This design comes from an exercise in tuning for small area on the open sky130 flow, not from production work.
At most, simulation tests tie the RTL to the original design; equivalence was not proved.
Function not checked in run 2: the RTL went through the layout flow alone.
No activity file was given, so power comes from the tool's default toggle rates.

File: config.mk
export PLATFORM = sky130hd
export DESIGN_NAME = ufc_top
export DESIGN_NICKNAME = ufc_top
export VERILOG_FILES = /design/flow/design.v
export SDC_FILE = /design/flow/constraint.sdc
export NUM_CORES = 4
export LEC_CHECK = 0
export CAP_MARGIN = 20
export CORE_MARGIN = 2
export CORE_UTILIZATION = 45
export SLEW_MARGIN = 20
File: constraint.sdc
create_clock -name core_clock -period 10.0 [get_ports {clk}]
set_input_delay 2.0000 -clock core_clock [delete_from_list [all_inputs] [get_ports {clk}]]
set_output_delay 2.0000 -clock core_clock [all_outputs]
set_load 0.01 [all_outputs]
File: design.v
module uart_rx(
    input           rst_n,
    input           mosi,
    input           start_rx,
    input           clk,
    input           tick,
    output          ok,
    output reg[7:0] data
);
reg[4:0] cnt,next_cnt;
reg      rx_ok,next_rx_ok;
reg[7:0] next_data;
reg[3:0] state,next_state;
reg[7:0] rx,next_rx;
assign ok  = rx_ok;
always@(posedge clk or negedge rst_n)begin
    if(!rst_n)begin
        state <= 0;
        cnt   <= 0;
        rx    <= 0;
        rx_ok <= 0;
        data  <= 0;
    end
    else if(tick)begin
        state <= next_state;
        rx_ok <= next_rx_ok;
        cnt   <= next_cnt;
        rx    <= next_rx;
        data  <= next_data;
    end
end
parameter idle     = 0;
parameter rec_data = 1;
parameter done     = 2;
parameter wait_dmy = 3;
always@(*)begin
    next_state = state;
    next_rx_ok = rx_ok;
    next_rx    = rx;
    next_data  = data;
    next_cnt   = cnt - |cnt;
    case(state)
        idle:begin
            next_rx_ok = 1'b0;
            if(start_rx&!mosi)begin
                next_state = rec_data;
                next_cnt   = 8;
            end
        end
        rec_data:begin
            if(|cnt)begin
                next_rx = {mosi,rx[7:1]};
            end
            else if(mosi)begin
                next_rx_ok = 1'b1;
                next_data  = rx;
                next_state = idle;
            end
            else begin 
                next_rx_ok = 1'b0;
                next_state = wait_dmy;
                next_cnt   = 8;
            end
        end
        wait_dmy:begin
            if(|cnt) next_state = idle;
        end        
    endcase
end
endmodule
module uart_tx(
    input      rst_n,
    input      clk,
    input      tick,
    input      start,
    input[7:0] data,
    output     miso,
    output reg ok
);
reg[7:0] tx_cnt,next_tx_cnt;
reg[2:0] state,next_state;
reg      tx,next_tx;
reg      next_ok;
reg[7:0] data_tmp,next_data_tmp;
assign miso = tx;
parameter idle      = 0;
parameter send_data = 1;
always@(posedge clk or negedge rst_n)begin
    if(!rst_n)begin
        state    <= idle; 
        tx_cnt   <= 0;
        tx       <= 1;
        data_tmp <= 0;
        ok       <= 1'b0;
    end
    else if(tick)begin
        state    <= next_state;
        tx_cnt   <= next_tx_cnt;
        tx       <= next_tx;
        data_tmp <= next_data_tmp;
        ok       <= next_ok;
    end
end
always@(*)begin
    next_state    = state;
    next_tx_cnt   = tx_cnt - |tx_cnt;
    next_tx       = tx;
    next_data_tmp = data_tmp;
    next_ok       = ok;
    case(state)
        idle:begin
            next_ok = 1'b0;
            if(start)begin
                next_state    = send_data;
                next_tx_cnt   = 8;
                next_tx       = 1'b0;
            end
        end
        send_data:begin
            if(|tx_cnt)begin
                next_tx    = data[8-tx_cnt];
            end
            else begin
                next_state = idle;
                next_ok    = 1'b1;
                next_tx    = 1'b1;
            end
        end
    endcase
end
endmodule
module baud_sel(
    input      clk,
    input      rst_n,
    output reg clk_bps,
    output     bps_tick, 
    input      mosi,
    input[2:0] mode
);
reg[12:0] cnt;
reg[7:0]  rx;
reg       clk_bps_q;
wire[12:0] cmp;
parameter bps9600=15;
assign cmp = mode==0 ? bps9600 : 0;
wire resync;
always@(posedge clk or negedge rst_n)begin
    if(!rst_n)begin
        cnt <= 0;
    end
    else if(resync)begin
        cnt <= 0;
    end
    else begin
        cnt <= cnt < cmp ? cnt + 1 : 0;
    end
end
always@(posedge clk or negedge rst_n)begin
    if(!rst_n)begin
        clk_bps <= 1'b0;
    end
    else if(resync)begin
        clk_bps <= 1'b0;
    end
    else begin
        clk_bps <= cnt==cmp ? ~clk_bps : clk_bps;
    end
end
always@(posedge clk or negedge rst_n)begin
    if(!rst_n)begin
        clk_bps_q <= 1'b0;
    end
    else begin
        clk_bps_q <= clk_bps;
    end
end
assign bps_tick = clk_bps & ~clk_bps_q & ~resync & ~(rx[0] & ~mosi);
always@(posedge clk or negedge rst_n)begin
    if(!rst_n)begin
        rx[7:0] <= 8'hff;     
    end
    else begin
        rx[7:0] <= {rx[6:0],mosi};
    end
end
assign resync = (|rx[7:1])&(~rx[0]); 
endmodule
module fifo(
    input           clk,
    input           wclk, 
    input           rclk, 
    input           rst_n,
    input[7:0]      mosi,
    output reg[7:0] miso,
    output          rdy
);
localparam RING  = 11;
localparam SLOTS = 47; 
reg[SLOTS*8-1:0] ring[0:RING-1];
reg[5:0] phase; 
always@(posedge clk)begin
    phase <= phase >= SLOTS-1 ? 6'd0 : phase + 6'd1;
end
reg[3:0] wr,rr;
reg[5:0] ws,rs;
reg      wclk_q,rclk_q;
wire     wen = wclk & ~wclk_q;
wire     ren = rclk & ~rclk_q;
always@(posedge clk or negedge rst_n)begin
    if(!rst_n)begin
        wclk_q <= 1'b0;
        rclk_q <= 1'b0;
    end
    else begin
        wclk_q <= wclk;
        rclk_q <= rclk;
    end
end
wire[3:0] wr_n = wr==RING-1 ? 4'd0 : wr + 4'd1;
wire[5:0] ws_n = wr!=RING-1 ? ws : ws==SLOTS-1 ? 6'd0 : ws + 6'd1;
wire[3:0] rr_n = rr==RING-1 ? 4'd0 : rr + 4'd1;
wire[5:0] rs_n = rr!=RING-1 ? rs : rs==SLOTS-1 ? 6'd0 : rs + 6'd1;
always@(posedge clk or negedge rst_n)begin
    if(!rst_n)begin
        wr <= 0;
        ws <= 0;
    end
    else if(wen)begin
        wr <= wr_n;
        ws <= ws_n;
    end
end
always@(posedge clk or negedge rst_n)begin
    if(!rst_n)begin
        rr <= 0;
        rs <= 0;
    end
    else if(ren)begin
        rr <= rr_n;
        rs <= rs_n;
    end
end
reg      pw;
reg[3:0] pwr;
reg[5:0] pws;
reg[7:0] pwd;
wire     commit = pw & (pws == phase);
always@(posedge clk)begin
    if(wen)begin
        pw  <= 1'b1;
        pwr <= wr;
        pws <= ws;
        pwd <= mosi;
    end
    else if(commit)begin
        pw  <= 1'b0;
    end
end
genvar g;
generate
    for(g=0;g<RING;g=g+1)begin:rings
        wire[7:0] tap = ring[g][SLOTS*8-1 -: 8];
        always@(posedge clk)begin
            ring[g] <= {ring[g][SLOTS*8-9:0], (commit & pwr==g) ? pwd : tap};
        end
    end
endgenerate
reg      pv;
reg[7:0] pre;
wire[7:0] tap_r = ring[rr][SLOTS*8-1 -: 8];
wire      fetch = ~pv & (rs == phase);
wire[7:0] fdata = (pw & pwr==rr & pws==rs) ? pwd : tap_r;
wire      w_at_r = ren ? (wr==rr_n & ws==rs_n) : (wr==rr & ws==rs);
always@(posedge clk or negedge rst_n)begin
    if(!rst_n)begin
        pv  <= 1'b0;
    end
    else if(wen & w_at_r)begin
        pv  <= 1'b1;
    end
    else if(ren)begin
        pv  <= 1'b0;
    end
    else if(fetch)begin
        pv  <= 1'b1;
    end
end
always@(posedge clk)begin
    if(wen & w_at_r)begin
        pre <= mosi;
    end
    else if(fetch)begin
        pre <= fdata;
    end
end
always@(posedge clk or negedge rst_n)begin
    if(!rst_n)begin
        miso <= 8'h00;
    end
    else if(ren)begin
        miso <= pre;
    end
end
assign rdy = wr==rr & ws==rs; 
endmodule
module fifo_top(
    input       clk,       
    input       rst_n,     
    input       mosi,      
    output      miso,      
    input       en_fifo,   
    output      clk_bps,   
    output      bps_tick,  
    output      rok,       
    output      wok,       
    input[2:0]  mode,      
    input[7:0]  mosi_data, 
    input[7:0]  miso_data, 
    output[7:0] miso_fifo,
    output[7:0] miso_rx,
    output      fifo_rdy,
    input       start_tx,
    input       start_rx,
    input       wclk,
    input       rclk
);
wire[7:0] miso_tx;
wire[7:0] mosi_fifo;
assign mosi_fifo = en_fifo ? mosi_data : miso_rx;
assign miso_tx   = en_fifo ? miso_data : miso_fifo;
baud_sel baud_sel(
     .clk    (clk    )
    ,.rst_n  (rst_n  )
    ,.clk_bps(clk_bps)
    ,.bps_tick(bps_tick)
    ,.mosi   (mosi   )
    ,.mode   (mode   )
);
uart_rx uart_rx(
     .clk      (clk       )
    ,.tick     (bps_tick  )
    ,.rst_n    (rst_n     )
    ,.mosi     (mosi      )
    ,.ok       (rok       )
    ,.data     (miso_rx   )
    ,.start_rx (start_rx  )
);
fifo fifo(
     .clk  (clk       )
    ,.wclk (wclk      )
    ,.rclk (rclk      )
    ,.rst_n(rst_n     )
    ,.mosi (mosi_fifo )
    ,.miso (miso_fifo )
    ,.rdy  (fifo_rdy  )
);
uart_tx uart_tx(
     .rst_n(rst_n          )
    ,.clk  (clk            )
    ,.tick (bps_tick       )
    ,.start(start_tx       )
    ,.data (miso_tx        )
    ,.miso (miso           )
    ,.ok   (wok            )
);
endmodule
module fifo_control(
    input       clk,   
    input       rst_n,
    input       mosi,
    output      miso,
    output[7:0] miso_rx,
    input[7:0]  cmd,
    output      fifo_done,
    output      fifo_busy,
    output      rok,
    output      clk_bps,
    output      bps_tick,
    input[15:0] rx_cnt,
    input       fe_done,
    output reg  sd_init,
    input       init_ok,
    output reg  sd_ren,
    output reg  sd_wen,
    input       sd_read_ok,
    input       sd_write_ok,
    input[7:0]  mosi_data,
    input       mosi_wclk,
    input       mosi_rclk,
    input       en_fc,
    output reg  set_fifo,
    output[7:0] miso_fifo,
    output      fifo_rdy
);
wire wok;
reg[7:0] state,next_state;
parameter idle       = 0,
          send_rx    = 1,
          send_tx    = 2,
          done       = 3,
          initial_sd = 4,
          sd_read    = 5,
          sd_write   = 6;
reg        start_rx,next_start_rx;
reg        start_tx,next_start_tx;
reg        en_fifo,next_en_fifo;
reg[15:0]  cnt,next_cnt;
reg        rclk,next_rclk;
reg        wclk,next_wclk;
reg        req,next_req;
reg        next_sd_init;
reg        next_sd_ren;
reg        next_sd_wen;
reg       fe_done_sync,fe_done_sync1;
always@(posedge clk or negedge rst_n)begin
    if(!rst_n)begin
        fe_done_sync  <= 1'b0;
        fe_done_sync1 <= 1'b0;
    end
    else begin
        fe_done_sync  <= fe_done;
        fe_done_sync1 <= fe_done_sync;
    end
end
reg next_set_fifo;
wire fifo_fe_done;
assign fifo_fe_done = fe_done_sync1&!fe_done_sync;
always@(posedge clk or negedge rst_n)begin
    if(!rst_n)begin
        state    <= idle;
        start_rx <= 1'b0;
        start_tx <= 1'b0;
        en_fifo  <= 1'b0;
        cnt      <= 0;
        req      <= 1'b0;
        wclk     <= 1'b0;
        rclk     <= 1'b0;
        sd_init  <= 1'b0;
        sd_ren   <= 1'b0;
        sd_wen   <= 1'b0;
        set_fifo <= 1'b0;
    end
    else begin
        state    <= next_state;
        start_rx <= next_start_rx;
        start_tx <= next_start_tx;
        en_fifo  <= next_en_fifo;
        cnt      <= next_cnt;
        req      <= next_req;
        wclk     <= next_wclk;
        rclk     <= next_rclk;
        sd_init  <= next_sd_init;
        sd_ren   <= next_sd_ren;
        sd_wen   <= next_sd_wen;
        set_fifo <= next_set_fifo;
    end
end
reg en;
always@(*)begin
    next_state    = state;
    next_start_rx = start_rx;
    next_start_tx = start_tx;
    next_en_fifo  = en_fifo;
    next_cnt      = cnt;
    next_req      = req;
    next_wclk     = wclk;
    next_rclk     = rclk;
    en            = 1'b0;
    next_sd_init  = sd_init;
    next_sd_ren   = sd_ren;
    next_sd_wen   = sd_wen;
    next_set_fifo = set_fifo;
    case(state)
        idle:begin
            next_start_rx = 1'b1;
            if(en_fc)begin
                if(cmd==8'h01)begin
                    next_state    = send_rx;
                    next_cnt      = rx_cnt;
                    next_set_fifo = 1'b0;
                end
                else if(cmd==8'h02)begin
                    next_state    = initial_sd;
                    next_cnt      = rx_cnt;
                end
                else if(cmd==8'h03)begin
                    next_state    = sd_read;
                    next_sd_ren   = 1'b1;
                end
                else if(cmd==8'h04)begin
                    next_state  = sd_write;
                    next_sd_wen = 1'b1;
                end
                else if(cmd==8'h06)begin
                    next_set_fifo = 1'b1;
                    next_state    = send_rx;
                    next_cnt      = rx_cnt;
                end
            end
        end
        send_rx:begin
            next_req      = rok;
            en            = !req&rok;
            next_cnt      = en ? cnt - |cnt : cnt;
            if(en&(|cnt))begin
                next_wclk = 1'b1;
            end
            else if(rok&(~|cnt))begin
                if(set_fifo)begin
                    next_state     = done;
                end
                else begin
                    next_state    = send_tx;
                    next_rclk     = 1'b1;
                end
                next_wclk     = 1'b0;
                next_start_tx = 1'b1;
            end
            else begin
                next_wclk = 1'b0;
            end
        end
        send_tx:begin
            next_req = wok;
            en       = !req&wok;
            if(fifo_rdy&en)begin
                next_rclk  = 1'b0;
                next_state = done;
            end
            else if(en)begin
                next_rclk = 1'b1;
            end
            else begin
                next_rclk = 1'b0;
            end
        end
        initial_sd:begin
            next_req = rok;
            en       = !req&rok;
            next_cnt = en ? cnt - |cnt : cnt;
            if(|cnt)begin
            end
            else if(init_ok)begin
                next_state   = done;
                next_sd_init = 1'b0;
            end
            else begin
                next_sd_init  = 1'b1;
            end
        end
        sd_read:begin
            next_wclk    = mosi_wclk;
            next_en_fifo = 1'b1;
            if(sd_read_ok)begin
                next_en_fifo = 1'b0;
                next_state   = send_tx;
                next_sd_ren  = 1'b0;
                next_rclk    = 1'b1;
                next_start_tx = 1'b1;
            end
        end
        sd_write:begin
            next_rclk     = mosi_rclk;
            if(sd_write_ok)begin
                next_state  = done;
                next_sd_wen = 1'b0;
            end
            else if(set_fifo)begin
            end
        end
        done:begin
            next_start_tx = 1'b0;
            if(fifo_fe_done)begin
                next_state   = idle;
            end
        end
    endcase
end
assign fifo_done =  state == done;
assign fifo_busy = !(state==idle);
fifo_top fifo_top(
     .clk       (clk       )
    ,.rst_n     (rst_n     )
    ,.mosi      (mosi      )
    ,.miso      (miso      )
    ,.en_fifo   (en_fifo   )
    ,.mode      (3'd0      ) 
    ,.mosi_data (mosi_data )
    ,.miso_data (8'd0      ) 
    ,.start_tx  (start_tx  )
    ,.start_rx  (start_rx  )
    ,.miso_rx   (miso_rx   )
    ,.fifo_rdy  (fifo_rdy  )
    ,.rok       (rok       )
    ,.wok       (wok       )
    ,.clk_bps   (clk_bps   )
    ,.bps_tick  (bps_tick  )
    ,.wclk      (wclk      )
    ,.rclk      (rclk      )
    ,.miso_fifo (miso_fifo )
);
endmodule
module FELOGIC(
    input             clk,
    input             tick,
    input             rst_n,
    input             rok,
    input             fifo_done,
    input[7:0]        mosi,
    output reg[7:0]   cmd,
    output reg[15:0]  rx_cnt,
    output            fe_done,
    input             fifo_busy,
    output reg[31:0]  sec,
    output reg        en_fc
);
    reg[6:0] rx_flag;
    reg      busy,busy_sync,busy_sync1;
    reg      cmd_05;
    always@(posedge clk or negedge rst_n)begin
        if(!rst_n)begin
            busy       <= 1'b0;
            busy_sync  <= 1'b0;
            busy_sync1 <= 1'b0;
        end
        else if(tick)begin
            busy       <= fifo_done;
            busy_sync  <= busy;
            busy_sync1 <= busy_sync;
        end
    end
    always@(posedge clk or negedge rst_n)begin
        if(!rst_n)begin
            en_fc <= 1'b0;
        end
        else if(tick&rok&rx_flag[2])begin
            en_fc <= 1'b1;
        end
        else if(tick&rx_flag[0])begin
            en_fc <= 1'b0;
        end
    end
    assign fe_done = !busy_sync1&busy_sync;
    always@(posedge clk or negedge rst_n)begin
        if(!rst_n)begin
            rx_cnt <= 0;
        end
        else if(tick&rok&(|rx_flag[1:0]))begin
            rx_cnt <= {rx_cnt[7:0],mosi};
        end
    end
    always@(posedge clk or negedge rst_n)begin
        if(!rst_n)begin
            rx_flag <= 1;
        end
        else if(tick&fifo_done)begin
            rx_flag <= 1;
        end
        else if(tick&rok&rx_flag[2]&mosi==8'h03)begin
            rx_flag <= 1'b1;
        end
        else if(tick&rok&cmd_05&rx_flag[6])begin
            rx_flag <= 1'b1;
        end
        else if(tick&rok)begin
            rx_flag <= rx_flag << 1;
        end
    end
    always@(posedge clk or negedge rst_n)begin
        if(!rst_n)begin
            cmd <= 0;
        end
        else if(tick&rok&rx_flag[2])begin
            cmd <= mosi;
        end
    end
    always@(posedge clk or negedge rst_n)begin
        if(!rst_n)begin
            cmd_05 <= 1'b0;
        end
        else if(tick&rok&rx_flag[2]&mosi==8'h05)begin
            cmd_05 <= 1'b1;
        end
        else if(tick&rok&rx_flag[0])begin
            cmd_05 <= 0;
        end
    end
    always@(posedge clk or negedge rst_n)begin
        if(!rst_n)begin
            sec <= 0;
        end
        else if(tick&cmd_05&rok)begin
            sec <= |rx_flag[6:3] ? {sec[23:0],mosi} : sec;
        end
    end
endmodule
module sd_initial(
    input           rst_n,
    input           clk,
    output reg      sd_ck,
    input           sd_miso,
    output reg      sd_mosi,
    output reg      sd_csn,
    input           sd_init, 
    output reg      init_ok,
    input           sd_ren,
    input           sd_wen,
    input           fifo_busy,
    output reg      wclk,
    output reg      rclk,
    output reg[7:0] miso_data,
    output reg      rd_ok,
    output reg      wr_ok,
    input[31:0]     sec,
    input           set_fifo,
    input[7:0]      mosi_data,
    input           fifo_rdy
);
wire[47:0] write_single_cmd;
wire[47:0] read_single_cmd;
assign read_single_cmd  = {8'h51,8'h0,8'h0,8'h0,8'h0,8'hff}|(sec<<8);
assign write_single_cmd = {8'h58,8'h0,8'h0,8'h0,8'h0,8'hff}|(sec<<8);
reg[3:0] cnt_clk;
reg      fifo_empty,next_fifo_empty;
always@(posedge clk or negedge rst_n)begin
    if(!rst_n)begin
        cnt_clk <= 0;
    end
    else begin
        cnt_clk <= cnt_clk==5 ? 0 :cnt_clk + 1;
    end
end
always@(posedge clk or negedge rst_n)begin
    if(!rst_n)begin
        sd_ck <= 1'b0;
    end
    else begin
        sd_ck <= cnt_clk==5 ? ~sd_ck : sd_ck;
    end
end
reg      en; 
reg      rx_valid;
reg[47:0]rx;
reg[7:0] next_miso_data;
reg[5:0] state,next_state;
reg      next_init_ok;
reg      next_sd_mosi;
reg      next_sd_csn;
reg[5:0] tx_cnt,next_tx_cnt;
reg[47:0]data,next_data;
reg[10:0]cnt,next_cnt;
reg[2:0] req,next_req;
reg[7:0] rx_cnt,next_rx_cnt;
reg      next_wclk;
reg      next_rclk;
reg      next_rd_ok;
reg      next_wr_ok;
reg      sd_ck_q;
wire     sd_rise = sd_ck & ~sd_ck_q; 
wire     sd_fall = ~sd_ck & sd_ck_q; 
always@(posedge clk or negedge rst_n)begin
    if(!rst_n)begin
        sd_ck_q <= 1'b0;
    end
    else begin
        sd_ck_q <= sd_ck;
    end
end
always@(posedge clk or negedge rst_n)begin
    if(!rst_n)begin
        rx <= 48'hff_ff_ff_ff_ff_ff;
    end
    else if(!sd_rise)begin
    end
    else if(!sd_mosi)begin
        rx <= 48'hff_ff_ff_ff_ff_ff;
    end
    else begin
        rx <= {rx[46:0],sd_miso};
    end
end
always@(posedge clk or negedge rst_n)begin
    if(!rst_n)begin
        state     <= 0;
        init_ok   <= 1'b0;
        sd_mosi   <= 1'b1;
        sd_csn    <= 1'b1;
        tx_cnt    <= 0;
        rx_cnt    <= 0;
        data      <= 0;
        cnt       <= 0;
        req       <= 0;
        miso_data <= 0;
        wclk      <= 0;
        rclk      <= 0;
        rd_ok     <= 0;
        wr_ok     <= 0;
        fifo_empty <= 1'b0;
    end
    else if(sd_fall)begin
        state     <= next_state;
        init_ok   <= next_init_ok;
        sd_mosi   <= next_sd_mosi;
        sd_csn    <= next_sd_csn;
        tx_cnt    <= next_tx_cnt;
        rx_cnt    <= next_rx_cnt;
        data      <= next_data;
        cnt       <= next_cnt;
        req       <= next_req;
        miso_data <= next_miso_data;
        wclk      <= next_wclk;
        rclk      <= next_rclk;
        rd_ok     <= next_rd_ok;
        wr_ok     <= next_wr_ok;
        fifo_empty <= next_fifo_empty;
    end
end
always@(*)begin
    next_state     = state;
    next_tx_cnt    = tx_cnt - |tx_cnt;
    next_rx_cnt    = rx_cnt - |rx_cnt;
    next_init_ok   = init_ok;
    next_sd_mosi   = sd_mosi;
    next_sd_csn    = sd_csn;
    next_data      = data;
    next_cnt       = cnt; 
    next_req       = req;
    next_miso_data = miso_data;
    next_wclk      = wclk;
    next_rclk      = rclk;
    next_rd_ok     = rd_ok;
    next_wr_ok     = wr_ok;
    next_fifo_empty = fifo_empty;
    case(state)
        0:begin
            next_sd_csn     = 1'b1;
            next_sd_mosi    = 1'b1;
            next_init_ok    = init_ok;
            if(!init_ok&sd_init)begin
                next_cnt       = 1023;
                next_state     = 1;
            end
            else if(init_ok&sd_ren)begin 
                next_state     = 5;
                next_sd_mosi   = read_single_cmd>>47;
                next_data      = read_single_cmd;
                next_tx_cnt    = 47;
                next_sd_csn    = 1'b0;
            end
            else if(init_ok&sd_wen)begin
                next_state     = 6;
                next_sd_mosi   = write_single_cmd>>47;
                next_data      = write_single_cmd;
                next_tx_cnt    = 47;
                next_sd_csn    = 1'b0;
            end
        end
        1:begin
            next_cnt       = cnt  - |cnt;
            if(|cnt)begin
                next_state = 1;
            end
            else begin
                next_sd_csn = 1'b1;
                next_state  = 8;
                next_data   = {8'h40,8'h00,8'h00,8'h00,8'h00,8'h95};
                next_tx_cnt = 48;
            end
        end
        8:begin 
            if(|tx_cnt)begin
                next_sd_csn  = 1'b0;
                next_sd_mosi = data[tx_cnt-1];
            end
            else if(rx[47:40]==8'h01)begin
                next_state   = 2;
                next_sd_mosi = {8'h48,8'h00,8'h00,8'h01,8'haa,8'h87}>>47;
                next_data    = {8'h48,8'h00,8'h00,8'h01,8'haa,8'h87};
                next_tx_cnt  = 47;
            end
            else begin
                next_sd_mosi = 1'b1;
            end
        end
        2:begin
            if(|tx_cnt)begin
                next_sd_mosi = data[tx_cnt-1];
            end
            else if(rx[47:40]==8'h01)begin
                next_state   = 3;
                next_sd_mosi = {8'h77,8'h00,8'h00,8'h00,8'h00,8'hff}>>47;
                next_data    = {8'h77,8'h00,8'h00,8'h00,8'h00,8'hff};
                next_tx_cnt  = 47;
            end
            else begin
                next_sd_mosi = 1'b1;
            end
        end
        3:begin
            if(|tx_cnt)begin
                next_sd_mosi = data[tx_cnt-1];
            end
            else if(rx[47:40]==8'h01)begin
                next_state   = 4;
                next_sd_mosi = {8'h69,8'h40,8'h00,8'h00,8'h00,8'hff}>>47;
                next_data    = {8'h69,8'h40,8'h00,8'h00,8'h00,8'hff};
                next_tx_cnt  = 47;
            end
            else begin
                next_sd_mosi = 1'b1;
            end
        end
        4:begin
            if(|tx_cnt)begin
                next_sd_mosi = data[tx_cnt-1];
            end
            else if(rx[47:40]==8'h00)begin
                next_state   = 8'ha;
                next_init_ok = 1'b1;
                next_sd_csn  = 1'b1;
                next_sd_mosi = 1'b1;
            end
            else if(rx[47:40]==8'h01)begin
                next_state   = 3;
                next_sd_mosi = {8'h77,8'h00,8'h00,8'h00,8'h00,8'hff}>>47;
                next_data    = {8'h77,8'h00,8'h00,8'h00,8'h00,8'hff};
                next_tx_cnt  = 47;
            end
            else begin
                next_sd_mosi = 1'b1;
            end
        end
        5:begin
            if(|tx_cnt)begin
                next_sd_mosi = data[tx_cnt-1];
            end
            else if(rx[47:40]==8'h0)begin
                 next_state = 7;
            end
            else begin
                next_sd_mosi = 1'b1;
            end
        end
        6:begin
            if(|tx_cnt)begin
                next_sd_mosi = data[tx_cnt-1];
            end
            else if(rx[47:40]==8'h0)begin
                 next_state      = 9;
                 next_sd_mosi    = 1'b1;
                 next_data       = 8'hfe;
                 next_tx_cnt     = 7;
                 next_rclk       = fifo_rdy ? 1'b0 : 1'b1;
                 next_fifo_empty = fifo_rdy;
            end
            else begin
                next_sd_mosi = 1'b1;
            end
        end
        9:begin
            next_rclk = 1'b0;
            if(req==1'b0)begin 
                if(|tx_cnt)begin
                    next_sd_mosi = data[tx_cnt-1];
                end
                else begin
                    next_fifo_empty = fifo_rdy;
                    next_sd_mosi    = fifo_empty ? 0  : mosi_data >>7;
                    next_data       = fifo_empty ? 0  : mosi_data;
                    next_tx_cnt     = 7;
                    next_req        = 1;
                    next_cnt        = 511;
                    next_rclk       = fifo_rdy ? 1'b0 : 1'b1;
                end
            end
            else if(req==1)begin 
                if(|tx_cnt)begin
                    next_sd_mosi = data[tx_cnt-1];
                end
                else if(|cnt)begin
                    next_fifo_empty = fifo_rdy;
                    next_sd_mosi    = fifo_empty ? 0  : mosi_data >>7;
                    next_data       = fifo_empty ? 0  : mosi_data;
                    next_tx_cnt     = 7;
                    next_cnt        = cnt - |cnt;
                    next_rclk       = fifo_rdy ? 1'b0 : 1'b1;
                end
                else begin
                    next_sd_mosi = 8'hff;
                    next_data    = 8'hff;
                    next_tx_cnt  = 7;
                    next_req     = 2;
                    next_cnt     = 1;
                end
            end
            else if(req==2)begin 
                if(|tx_cnt)begin
                    next_sd_mosi = data[tx_cnt-1];
                end
                else if(|cnt)begin
                    next_sd_mosi = 8'hff>>7;
                    next_data    = 8'hff;
                    next_tx_cnt  = 7;
                    next_cnt     = cnt - |cnt;
                end
                else begin
                    next_state  = 8'hc;
                    next_req    = 1'b0;
                    next_sd_csn = 1'b1;
                    next_wr_ok  = 1'b1;
                end
            end
        end
        7:begin
            if(req==1'b0&rx[7:0]==8'hfe)begin
                next_req    = 1'b1;
                next_rx_cnt = 7;
                next_cnt    = 512+2; 
            end
            else if(req==1'b1)begin
                next_cnt       =|rx_cnt ? cnt : cnt - 1;
                next_rx_cnt    = (|cnt)&rx_cnt==0 ? 7 :rx_cnt - |rx_cnt;
                next_wclk      = rx_cnt == 0;
                next_miso_data = rx_cnt==0 ? rx[7:0] : miso_data;
                next_req       = cnt==0&rx_cnt==0 ? 2'b10 : req;
                if(cnt==0&rx_cnt==0)begin
                    next_req    = 2'b10;
                    next_sd_csn = 1'b1;
                    next_cnt    = 7;
                end
            end
            else if(req==2'b10)begin
                next_wclk  = 1'b0;
                next_state = 8'hb;
                next_rd_ok = 1'b1;
                next_req   = 0;
            end
        end
        8'ha:begin
            if(fifo_busy)begin
                next_state = 0;
            end
        end
        8'hb:begin
            if(fifo_busy)begin
                next_state = 0;
                next_rd_ok = 1'b0;
            end
        end
        8'hc:begin
            if(fifo_busy)begin
                next_state = 0;
                next_wr_ok = 1'b0;
            end
        end
    endcase
end
endmodule
module ufc_top(
    input  clk,
    input  rst_n,
    input  mosi,
    output miso,
    output sd_ck,
    output sd_mosi,
    output sd_csn,
    input  sd_miso
);
wire[7:0]  mosi_rx;
wire[7:0]  cmd;
wire[15:0] rx_cnt;
wire[7:0]  mosi_data;
wire[31:0] sec;
wire[7:0]  miso_fifo;
wire       fifo_done,rok,clk_bps,bps_tick,sd_init,init_ok,fifo_busy,fe_done;
wire       sd_ren,sd_wen,rd_ok,wr_ok,wclk,rclk,en_fc,set_fifo,fifo_rdy;
fifo_control fifo_control(
     .clk        (clk         )
    ,.rst_n      (rst_n       )
    ,.mosi       (mosi        )
    ,.miso       (miso        )
    ,.miso_rx    (mosi_rx     )
    ,.cmd        (cmd         )
    ,.fifo_done  (fifo_done   )
    ,.rok        (rok         )
    ,.clk_bps    (clk_bps     )
    ,.bps_tick   (bps_tick    )
    ,.rx_cnt     (rx_cnt      )
    ,.sd_init    (sd_init     )
    ,.init_ok    (init_ok     )
    ,.fifo_busy  (fifo_busy   )
    ,.fe_done    (fe_done     )
    ,.sd_ren     (sd_ren      )
    ,.sd_wen     (sd_wen      )
    ,.sd_read_ok (rd_ok       )
    ,.sd_write_ok(wr_ok       )
    ,.mosi_data  (mosi_data   )
    ,.mosi_wclk  (wclk        )
    ,.mosi_rclk  (rclk        )
    ,.en_fc      (en_fc       )
    ,.set_fifo   (set_fifo    )
    ,.miso_fifo  (miso_fifo   )
    ,.fifo_rdy   (fifo_rdy    )
);
FELOGIC FELOGIC(
     .rst_n     (rst_n     )
    ,.rok       (rok       )
    ,.mosi      (mosi_rx   )
    ,.clk       (clk       )
    ,.tick      (bps_tick  )
    ,.cmd       (cmd       )
    ,.rx_cnt    (rx_cnt    )
    ,.fe_done   (fe_done   )
    ,.fifo_done (fifo_done )
    ,.fifo_busy (fifo_busy )
    ,.sec       (sec       )
    ,.en_fc     (en_fc     )
);
sd_initial sd_initial(
     .rst_n     (rst_n     )
    ,.clk       (clk       )
    ,.sd_ck     (sd_ck     )
    ,.sd_miso   (sd_miso   )
    ,.sd_mosi   (sd_mosi   )
    ,.sd_init   (sd_init   )
    ,.init_ok   (init_ok   )
    ,.sd_csn    (sd_csn    )
    ,.fifo_busy (fifo_busy )
    ,.sd_ren    (sd_ren    )
    ,.sd_wen    (sd_wen    )
    ,.wclk      (wclk      )
    ,.rclk      (rclk      )
    ,.miso_data (mosi_data )
    ,.rd_ok     (rd_ok     )
    ,.wr_ok     (wr_ok     )
    ,.sec       (sec       )
    ,.set_fifo  (set_fifo  )
    ,.mosi_data (miso_fifo )
    ,.fifo_rdy  (fifo_rdy  )
);
endmodule
File: run.sh
#!/bin/bash
# synth_recipe.tcl (not shown) runs the flow's synth.tcl, then flattens the netlist and writes it again
# the make line also repeats each setting of config.mk as NAME=value (left out here)
make -C /OpenROAD-flow-scripts/flow DESIGN_CONFIG=/design/flow/config.mk WORK_HOME=/design/flow/orfs CLKGATE_MAP_FILE= SYNTH_SCRIPT=/design/flow/synth_recipe.tcl finish
==> metrics.yaml, run 1 <==
die:
  start_util_pct: 45.34
  dieArea_sq_um: 235900
  die_w_microns: 485.7
  ios: 8
  die_h_microns: 485.7
  placementRows: 176
  coreArea_sq_um: 230300
worst_setup_path:
  rr_startpoint: "sd_initial.tx_cnt[0]"
  startpoint: "sd_initial.sd_mosi"
  required_ns: 8.00
  crit_family: "flip-flops"
  critPathCapture: "sd_mosi"
  r2r_cells: 10
  cp_max_fo: 50
  crit_buf_inv: 1
  r2r-end: "sd_initial.data[38]"
  max_stage_delay_ns: 1.10
  cp.depth: 1
  path_cells: "clkdlybuf4s50_1"
  end_kind: "output pin"
  critPathKind: "reg -> out"
  cpMaxStageDelayCell: "dfstp_2"
  rrSetupSlack_ns: 5.35
  arrival_ns: 2.68
  cp-start-kind: "register"
run:
  maxCapViolations: 0
global_route:
  antenna_found_initial: 4
  grt-ovfl-total: 0
  grt.met2_usage_pct: 19.42
  met1_usage_pct: 18.61
  grt_pass1_wl_mm: 245.1
  busiest_layer: "met2"
  grt_use_met3_pct: 2.720
  grt_pass1_vias: 43760
  grtUsageTotal_pct: 13.16
  grt_max_degree: 132
synthesis:
  ys_ff_latch: 4506
  synth_flop_cell: "dfxtp_1"
  yosysTopAreaCellShare_pct: 79.42
  synth.most_common_cell: "dfxtp_1"
  synth.distinct_cells: 97
  yosysWarningCount: 8
  synth_edf_count: 26
  synth.avg_cell_area_sq_um: 16.38
  yosysSeqAreaShare_pct: 88.31
  mappedNetlistArea_sq_um: 104400
  yosys-top-cells-count: "4143 x dfxtp_1, 277 x dfrtp_1, 234 x nand2_1"
  async_reset_ff_share_pct: 7.479
  synth_top_area_cell: "dfxtp_1"
  synth_cells: 6376
  synthTopCellsByArea: "dfxtp_1 79%, dfrtp_1 6.6%, mux2_2 2.2%, dfstp_2 1.5%, nand2_1 0.84%"
cts:
  htree_levels: 5
  clockBufferDepth: 4
  clk_pin_slew_worst_paths_ns: 0.06
  root_buffer: "clkbuf_16"
  numClockSinks: 4506
  cts_resized: 0
  insertion_delay_ns: 0.96
  tritoncts: "yes"
  hold_buffers: 0
  postCtsSetupRepairBufs: 0
  numCtsBuffers: 404
route:
  drt_iter0_markers: 2111
  drc: 0
  wire_per_inst_microns: 15.47
  viasPerCell: 4.331
  drt-pass1-iter-count: 5
  detail-route-antenna-nets: 0
  vias: 43390
  drt-total-wl_mm: 154.9
layout:
  area_delta_synth_final_pct: 16.50
  fin_nets: 6701
  drive_gt1_share_pct: 14.08
sta:
  slew_viol_final: 0
  whs_ns: 0.2410
  fin_crit_sh_pct: 46.77
  tns_ns: 0
  tightest_slew_ns: 1.108
  rsz0062_at_grt: "false"
  hold_viol: 0
  relSlewSlack_pct: 26.01
  clock_skew_ns: 0.09030
  setup_viol: 0
  min_period_ns: 4.677
  fmax_ghz: 0.2138
power:
  p_int_mw: 27.27
  p_switching_mw: 6.245
  ir_worst_vdd_mv: 0.1735
  power_density_nw_per_um2: 275.5
  p_leak_nw: 49.60
  p_comb_share_pct: 0.1
  pwr-share-seq_pct: 53.7
  p_clk_share_pct: 46.2
  fin_total_pwr_mw: 33.52
  power_switching_share_pct: 18.63
run_status:
  status: "timing/DRC/antenna clean"
hold_path:
  min_path_type: "reg -> reg"
  hold_start: "fifo_control.fifo_top.fifo.ring[2][144]"
placed_design:
  port_buffers: 7
  place.gp.congestion: 0.8271
  dpl.hpwl_mm: 91.41
metal layers:
| metal | vias to the layer above | routed length [microns] |
|---|---|---|
| li1 | 21490 | - |
| met1 | 20760 | 76840 |
| met2 | 769 | 65770 |
| met3 | 370 | 6088 |
| met4 | 0 | 6241 |
| met5 | - | 0 |
power by group through the flow:
stage	Combinational (mW)	Sequential (mW)	Clock, mW
final	0.0355	18.0	15.5
after global routing	0.0426	18.0	16.7
after CTS	0.0367	18.0	15.9
after detailed placement	0.0365	18.4	0
after global placement	0.0358	18.4	0
after floorplan	0.00315	18.4	0
final cells by class:
cell class | instances | area, sq um
diodes | 4 | 10.01
clock buffers | 580 | 11820
clock inverters | 146 | 1927
fillers | 18360 | 108700
inverters | 96 | 362.8
multi-input cells | 1631 | 11260
flip-flops and latches | 4506 | 92230
well taps | 3026 | 3786
repair buffers | 30 | 271.5
worst min-delay path by stage:
stage / endpoint / slack (ns) / depth (start not counted)
3_3_place_gp: fifo_control.fifo_top.fifo.ring[5][88] / 0.31 / 0
6_report: fifo_control.fifo_top.fifo.ring[2][152] / 0.24 / 0
2_1_floorplan: fifo_control.fifo_top.fifo.ring[0][100] / 0.31 / 0
3_5_place_dp: fifo_control.fifo_top.fifo.ring[10][112] / 0.31 / 0
4_1_cts: fifo_control.fifo_top.fifo.ring[2][120] / 0.24 / 0
5_1_grt: fifo_control.fifo_top.fifo.ring[2][152] / 0.24 / 0
kinds of logic after synthesis:
kind of cell	synth area share (%)
DFF	88.31
and+or+nand+nor	3.539
AOI/OAI and AO/OA	3.277
muxes	3.046
buffers and inverters	0.9573
xor gates and xnor gates	0.5284
adders and majority gates	0.3355
other	0.003591
worst register-to-register path: stages, from the launching register on:
cell and delay [ns]:
dfrtp_1 0.73, inv_1 0.21, ha_1 0.26, or4b_1 0.48
nor2_1 0.12, buf_4 0.21, o22ai_1 0.16, a211oi_2 0.96
o2111a_2 0.35, buf_4 0.60, mux2_2 0.45
cells in the final DEF (no fill, tap or decap), types with 17 or more instances in the layout:
master and instances:
nand4_1 24, and3_1 17, dfrtp_1 277, xnor2_1 44, clkbuf_1 84, inv_1 94
o22ai_1 21, o21ai_0 165, mux2_2 202, nand2_1 234, clkbuf_16 415, edfxtp_1 26
a21oi_1 109, dfstp_2 60, nand2b_1 27, nand3_1 40, nor3_1 55, clkbuf_8 81
nor2b_1 78, nor2_1 129, or3_1 17, a31oi_1 41, dfxtp_1 4143, bufinv_16 41
buf_4 21, clkinv_2 67, xor2_1 19, ha_1 28, mux2i_1 53
flip-flops by register name, summed over array words and instances (netlist names), 7 cells and up:
register and cells:
FELOGIC.cmd 8, FELOGIC.rx_cnt 16, FELOGIC.rx_flag 7, FELOGIC.sec 32, fifo_control.cnt 16, fifo_control.fifo_top.baud_sel.cnt 13
fifo_control.fifo_top.baud_sel.rx 8, fifo_control.fifo_top.fifo.miso 8, fifo_control.fifo_top.fifo.pre 8, fifo_control.fifo_top.fifo.pwd 8, fifo_control.fifo_top.fifo.ring 4136, fifo_control.fifo_top.uart_rx.data 8
fifo_control.fifo_top.uart_rx.rx 8, fifo_control.fifo_top.uart_tx.tx_cnt 8, sd_initial.cnt 11, sd_initial.data 46, sd_initial.miso_data 8, sd_initial.rx 48
sd_initial.rx_cnt 8
metrics by stage:
step | setup WS (ns) | util (%) | std cells | area, sq um
global route | 4.994 | 52.82 | 10020 | 121700
floorplan | 6.431 | - | 6383 | 104500
CTS | 5.218 | 52.80 | 10010 | 121600
detailed placement | 5.017 | 46.83 | 9288 | 107900
global placement | 4.989 | 46.83 | 9288 | 107900
finish | 5.323 | 52.82 | 10020 | 121700
==> run 2: changes to the inputs <==
--- a/design.v
+++ b/design.v
@@ -194,15 +194,8 @@
     output reg[7:0] miso,
     output          rdy
 );
-localparam RING  = 11;
-localparam SLOTS = 47; 
-reg[SLOTS*8-1:0] ring[0:RING-1];
-reg[5:0] phase; 
-always@(posedge clk)begin
-    phase <= phase >= SLOTS-1 ? 6'd0 : phase + 6'd1;
-end
-reg[3:0] wr,rr;
-reg[5:0] ws,rs;
+reg[516:0][7:0] ram; 
+reg[9:0] wcnt;
 reg      wclk_q,rclk_q;
 wire     wen = wclk & ~wclk_q;
 wire     ren = rclk & ~rclk_q;
@@ -216,81 +209,31 @@
         rclk_q <= rclk;
     end
 end
-wire[3:0] wr_n = wr==RING-1 ? 4'd0 : wr + 4'd1;
-wire[5:0] ws_n = wr!=RING-1 ? ws : ws==SLOTS-1 ? 6'd0 : ws + 6'd1;
-wire[3:0] rr_n = rr==RING-1 ? 4'd0 : rr + 4'd1;
-wire[5:0] rs_n = rr!=RING-1 ? rs : rs==SLOTS-1 ? 6'd0 : rs + 6'd1;
 always@(posedge clk or negedge rst_n)begin
     if(!rst_n)begin
-        wr <= 0;
-        ws <= 0;
-    end
-    else if(wen)begin
-        wr <= wr_n;
-        ws <= ws_n;
+        wcnt <= 0;
     end
-end
-always@(posedge clk or negedge rst_n)begin
-    if(!rst_n)begin
-        rr <= 0;
-        rs <= 0;
+    else if(!wen)begin
     end
-    else if(ren)begin
-        rr <= rr_n;
-        rs <= rs_n;
-    end
-end
-reg      pw;
-reg[3:0] pwr;
-reg[5:0] pws;
-reg[7:0] pwd;
-wire     commit = pw & (pws == phase);
-always@(posedge clk)begin
-    if(wen)begin
-        pw  <= 1'b1;
-        pwr <= wr;
-        pws <= ws;
-        pwd <= mosi;
+    else if(wcnt==516)begin
+        wcnt <= 0;
     end
-    else if(commit)begin
-        pw  <= 1'b0;
+    else begin
+        wcnt <= wcnt + 1;
     end
 end
-genvar g;
-generate
-    for(g=0;g<RING;g=g+1)begin:rings
-        wire[7:0] tap = ring[g][SLOTS*8-1 -: 8];
-        always@(posedge clk)begin
-            ring[g] <= {ring[g][SLOTS*8-9:0], (commit & pwr==g) ? pwd : tap};
-        end
-    end
-endgenerate
-reg      pv;
-reg[7:0] pre;
-wire[7:0] tap_r = ring[rr][SLOTS*8-1 -: 8];
-wire      fetch = ~pv & (rs == phase);
-wire[7:0] fdata = (pw & pwr==rr & pws==rs) ? pwd : tap_r;
-wire      w_at_r = ren ? (wr==rr_n & ws==rs_n) : (wr==rr & ws==rs);
+reg[9:0] rcnt;
 always@(posedge clk or negedge rst_n)begin
     if(!rst_n)begin
-        pv  <= 1'b0;
-    end
-    else if(wen & w_at_r)begin
-        pv  <= 1'b1;
-    end
-    else if(ren)begin
-        pv  <= 1'b0;
+        rcnt <= 0;
     end
-    else if(fetch)begin
-        pv  <= 1'b1;
+    else if(!ren)begin
     end
-end
-always@(posedge clk)begin
-    if(wen & w_at_r)begin
-        pre <= mosi;
+    else if(rcnt==516)begin
+        rcnt <= 0;
     end
-    else if(fetch)begin
-        pre <= fdata;
+    else begin
+        rcnt <= rcnt + 1;
     end
 end
 always@(posedge clk or negedge rst_n)begin
@@ -298,10 +241,15 @@
         miso <= 8'h00;
     end
     else if(ren)begin
-        miso <= pre;
+        miso <= ram[rcnt];
+    end
+end
+always@(posedge clk)begin
+    if(wen)begin
+        ram[wcnt] <= mosi;
     end
 end
-assign rdy = wr==rr & ws==rs; 
+assign rdy = wcnt == rcnt; 
 endmodule
 module fifo_top(
     input       clk,       
==> run 2 against run 1 <==
Still clean on timing, DRC and antenna. Via count grew to 3.5 times the previous value. Synthesized cell count grew to 2.9 times the previous value. Clock-buffer cell count grew 28. Sequential cell count shrank 34. Register-to-register slack lost 1.0 ns. Die area grew 110%. Critical path type is now reg -> reg. Largest power group unchanged.
==> metrics.yaml, run 2 <==
synthesis:
  mappedNetlistArea_sq_um: 219000  # +110%
  synth-xor-area-share_pct: 0.1960  # -0.33 points
  yosysTopAreaCellShare_pct: 56.71  # -23 points
  yosys-top-cells-count: "4136 x edfxtp_1, 3113 x nor2_1, 2966 x a21oi_1"
  yosysWarningCount: 7  # -1
  synth_flop_cell: "edfxtp_1"
  synth.most_common_cell: "edfxtp_1"
  synth_top_family_by_area: "compound AO/OA/AOI/OAI gates"
  synthTopCellsByArea: "edfxtp_1 57%, mux4_2 9.5%, a21oi_1 6.8%, nor2_1 5.3%, o21ai_0 3.9%"
  synth_compound_area_share_pct: 13.05  # +9.8 points
  yosysSeqAreaShare_pct: 60.58  # -28 points
  synth_fa_ha_area_share_pct: 0.1600  # -0.18 points
  synth_simple_gate_area_share_pct: 10.83  # +7.3 points
  synth_edf_count: 4136  # +16000%
  synth.distinct_cells: 90  # -7.2%
  synth_top_area_cell: "edfxtp_1"
  synth_cells: 18700  # +190%
  synth.avg_cell_area_sq_um: 11.71  # -28%
  async_reset_ff_share_pct: 7.513  # +0.034 points
  synthMuxAreaShare_pct: 11.88  # +8.8 points
  ys_ff_latch: 4472  # -0.75%
die:
  coreArea_sq_um: 485300  # +110%
  die_h_microns: 701.6  # +44%
  dieArea_sq_um: 492300  # +110%
  die_w_microns: 701.6  # +44%
  start_util_pct: 45.13  # -0.21 points
  placementRows: 256  # +45%
  ios: 8  # unchanged
worst_setup_path:
  cp-start-kind: "register"
  arrival_ns: 6.64  # +3.96 ns
  required_ns: 10.98  # +2.98 ns
  cp_max_fo: 62  # +24%
  critPathKind: "reg -> reg"
  end_kind: "register"
cts:
  cts_resized: 0  # unchanged
  postCtsSetupRepairBufs: 0  # unchanged
  numClockSinks: 4472  # -0.75%
  tritoncts: "yes"
  hold_buffers: 0  # unchanged
  insertion_delay_ns: 1.15  # +0.19 ns
  clk_pin_slew_worst_paths_ns: 0.06  # about the same
  root_buffer: "clkbuf_16"
  numCtsBuffers: 478  # +18%
  clockBufferDepth: 4  # unchanged
  htree_levels: 5  # unchanged
layout:
  drive_gt1_share_pct: 13.71  # -0.37 points
  top_regs: "fifo_control.fifo_top.fifo.ram (4136), sd_initial.rx (48), sd_initial.data (46)"
  final_common_cell: "edfxtp_1"
  fin_nets: 17960  # +170%
  final_cell_mix: "4136 x edfxtp_1, 3030 x nor2_1, 2965 x a21oi_1"
  largest_reg_flops: 4136  # unchanged
  fillers: 42700  # +130%
  top_register: "fifo_control.fifo_top.fifo.ram"
  finalInstanceArea_sq_um: 239800  # +97%
  area_delta_synth_final_pct: 9.501
sta:
  min_period_ns: 5.665  # +0.9885 ns
  tightest_slew_ns: 1.238  # +0.1302 ns
  slew_viol_final: 0  # unchanged
  rsz0062_at_grt: "false"
  setup_viol: 0  # unchanged
  fmax_ghz: 0.1765  # -17%
  relSlewSlack_pct: 17.21  # -8.8 points
  tns_ns: 0  # unchanged
  hold_viol: 0  # unchanged
  fin_crit_sh_pct: 56.65  # +9.9 points
  clock_skew_ns: 0.1006  # +0.01027 ns
route:
  detail-route-antenna-nets: 0  # unchanged
  viasPerCell: 6.185  # +43%
  drt_iter0_markers: 21350  # +910%
  vias: 153400  # +250%
  wire_per_inst_microns: 28.30  # +83%
  drc: 0  # unchanged
  drt-pass1-iter-count: 7  # +2
  drt-total-wl_mm: 701.6  # +350%
run_status:
  status: "timing/DRC/antenna clean"
global_route:
  grt_pass1_wl_mm: 1019  # +320%
  antenna_found_initial: 39  # +35
  grt_pass1_vias: 141800  # +220%
  grt-ovfl-total: 0  # unchanged
  grtUsageTotal_pct: 27.85  # +15 points
  grt_max_degree: 171  # +30%
hold_path:
  min_path_type: "reg -> reg"
placed_design:
  placed_cell_area_sq_um: 224200  # +110%
  port_buffers: 7  # unchanged
  place.gp.congestion: 0.9206  # +11%
  dpl.hpwl_mm: 427.0  # +370%
run:
  maxCapViolations: 0  # unchanged
power:
  p_leak_nw: 67.71  # +37%
  ir_worst_vdd_mv: 0.1653  # -4.7%
  power_density_nw_per_um2: 158.1  # -43%
-- run 2: changes by cell type in the layout (fill, tap and decap cells not counted), moves of 182 or more --
cell | previous run | this run
edfxtp_1 | 26 | 4136
o21ai_0 | 165 | 1687
nor2_1 | 129 | 3030
buf_4 | 21 | 297
mux2i_1 | 53 | 375
nand2_1 | 234 | 1731
dfxtp_1 | 4143 | 0
nand3_1 | 40 | 222
mux4_2 | 14 | 928
a21oi_1 | 109 | 2965
-- run 2: where the power goes --
group	internal [mW]	total, mW	leakage [nW]	switching (mW)
clock	9.90	17.7	7.46	7.84
sequential	20.1	20.1	27.4	0.00205
combinational	0.00374	0.0343	32.8	0.0306
total	30.0	37.9	67.7	7.87
-- run 2: per-layer routing --
layer / up-vias / share of wire [%] / routed length (microns) / GRT usage [%]
li1: 68230 / - / - / -
met1: 76050 / 41 / 284400 / 39.68
met2: 7781 / 44 / 311200 / 41.54
met3: 1262 / 11 / 74770 / 6.155
met4: 26 / 4.4 / 30970 / 11.21
met5: - / 0.032 / 223 / 0
-- run 2: cell type report --
type,instances,area (sq um),share of cell area [%]
Antenna cell,29,72.57,0.03026
Clock buffer,608,12760,5.323
Clock inverter,263,2476,1.032
Inverter,47,216.5,0.09026
Multi-Input combinational cell,12560,79960,33.34
Sequential cell,4472,132700,55.33
Tap cell,6450,8070,3.365
Timing Repair Buffer,366,3556,1.483
-- run 2: worst paths after layout --
check	from	end	slack [ns]	cells after the start
max reg2reg	fifo_control.fifo_top.fifo.rcnt[1]	fifo_control.fifo_top.fifo.miso[6]	4.33	11
min in group asynchronous	rst_n	sd_initial.tx_cnt[5]	0.82	1
min	fifo_control.fifo_top.baud_sel.rx[5]	fifo_control.fifo_top.baud_sel.rx[6]	0.36	0
max in group asynchronous	rst_n	fifo_control.fifo_top.fifo.rcnt[1]	7.69	2
max	fifo_control.fifo_top.fifo.rcnt[1]	fifo_control.fifo_top.fifo.miso[6]	4.33	11
min reg2reg	fifo_control.fifo_top.baud_sel.rx[5]	fifo_control.fifo_top.baud_sel.rx[6]	0.36	0
-- run 2: metrics by stage --
stage | utilization (%) | power [mW] | std cells | setup slack (ns) | hold slack [ns]
after floorplan | - | 20.54 | 18700 | 0.4853 | 0.3538
after global placement | 46.14 | 20.57 | 23880 | 3.969 | 0.3548
after detailed placement | 46.20 | 20.57 | 23890 | 4.405 | 0.3571
after CTS | 49.34 | 38.09 | 24760 | 4.315 | 0.3628
after global routing | 49.41 | 38.75 | 24770 | 4.459 | 0.3641
final | 49.42 | 37.92 | 24790 | 4.335 | 0.3579
-- run 2: cells by family after synthesis --
family	Yosys count
mux	1426
flops	4472
simple gates	5735
compound gates	5313
fa+ha+maj	28
buf+inv	1673
xor+xnor	49
other cells	1
-- run 2: worst max-delay path, cell delays in order, from the launching register on --
cell and delay, ns:
dfrtp_4 0.66, buf_4 0.37, buf_4 0.40, nor2_4 0.57, buf_12 0.51, a221oi_1 0.29, a22oi_1 0.24, nand2_1 0.15
o211ai_1 0.92, nand3_1 0.43, a211oi_1 0.65, o21ai_0 0.17

-- port drivers added, routing unchanged --
Ports are ideal in the flow. The routed layouts listed here were re-timed in OpenROAD. Step 1, drivers: a clkbuf_16 drives clk and a buf_2 each remaining input, both assumed. Step 2 also shifts input and output timing later by t, the mid clock arrival at the registers, as if the neighbouring blocks saw the same clock. a / b / c = no drivers / after step 1 / after step 2; a / b = the first two.
run | shift t [ns] | setup slack, ns | hold slack, ns | worst setup path at the end
run 1 | 0.996 | 5.323 / 5.240 / 5.008 | 0.241 / 0.241 / 0.241 | input to register
run 2 | 1.190 | 4.335 / 4.335 / 4.335 | 0.358 / 0.358 / 0.358 | register to register
After both steps setup and hold are still met in every run listed. The setup slack of run 1, which loses most, moves by -0.083 ns with the drivers and by -0.315 ns with both steps.
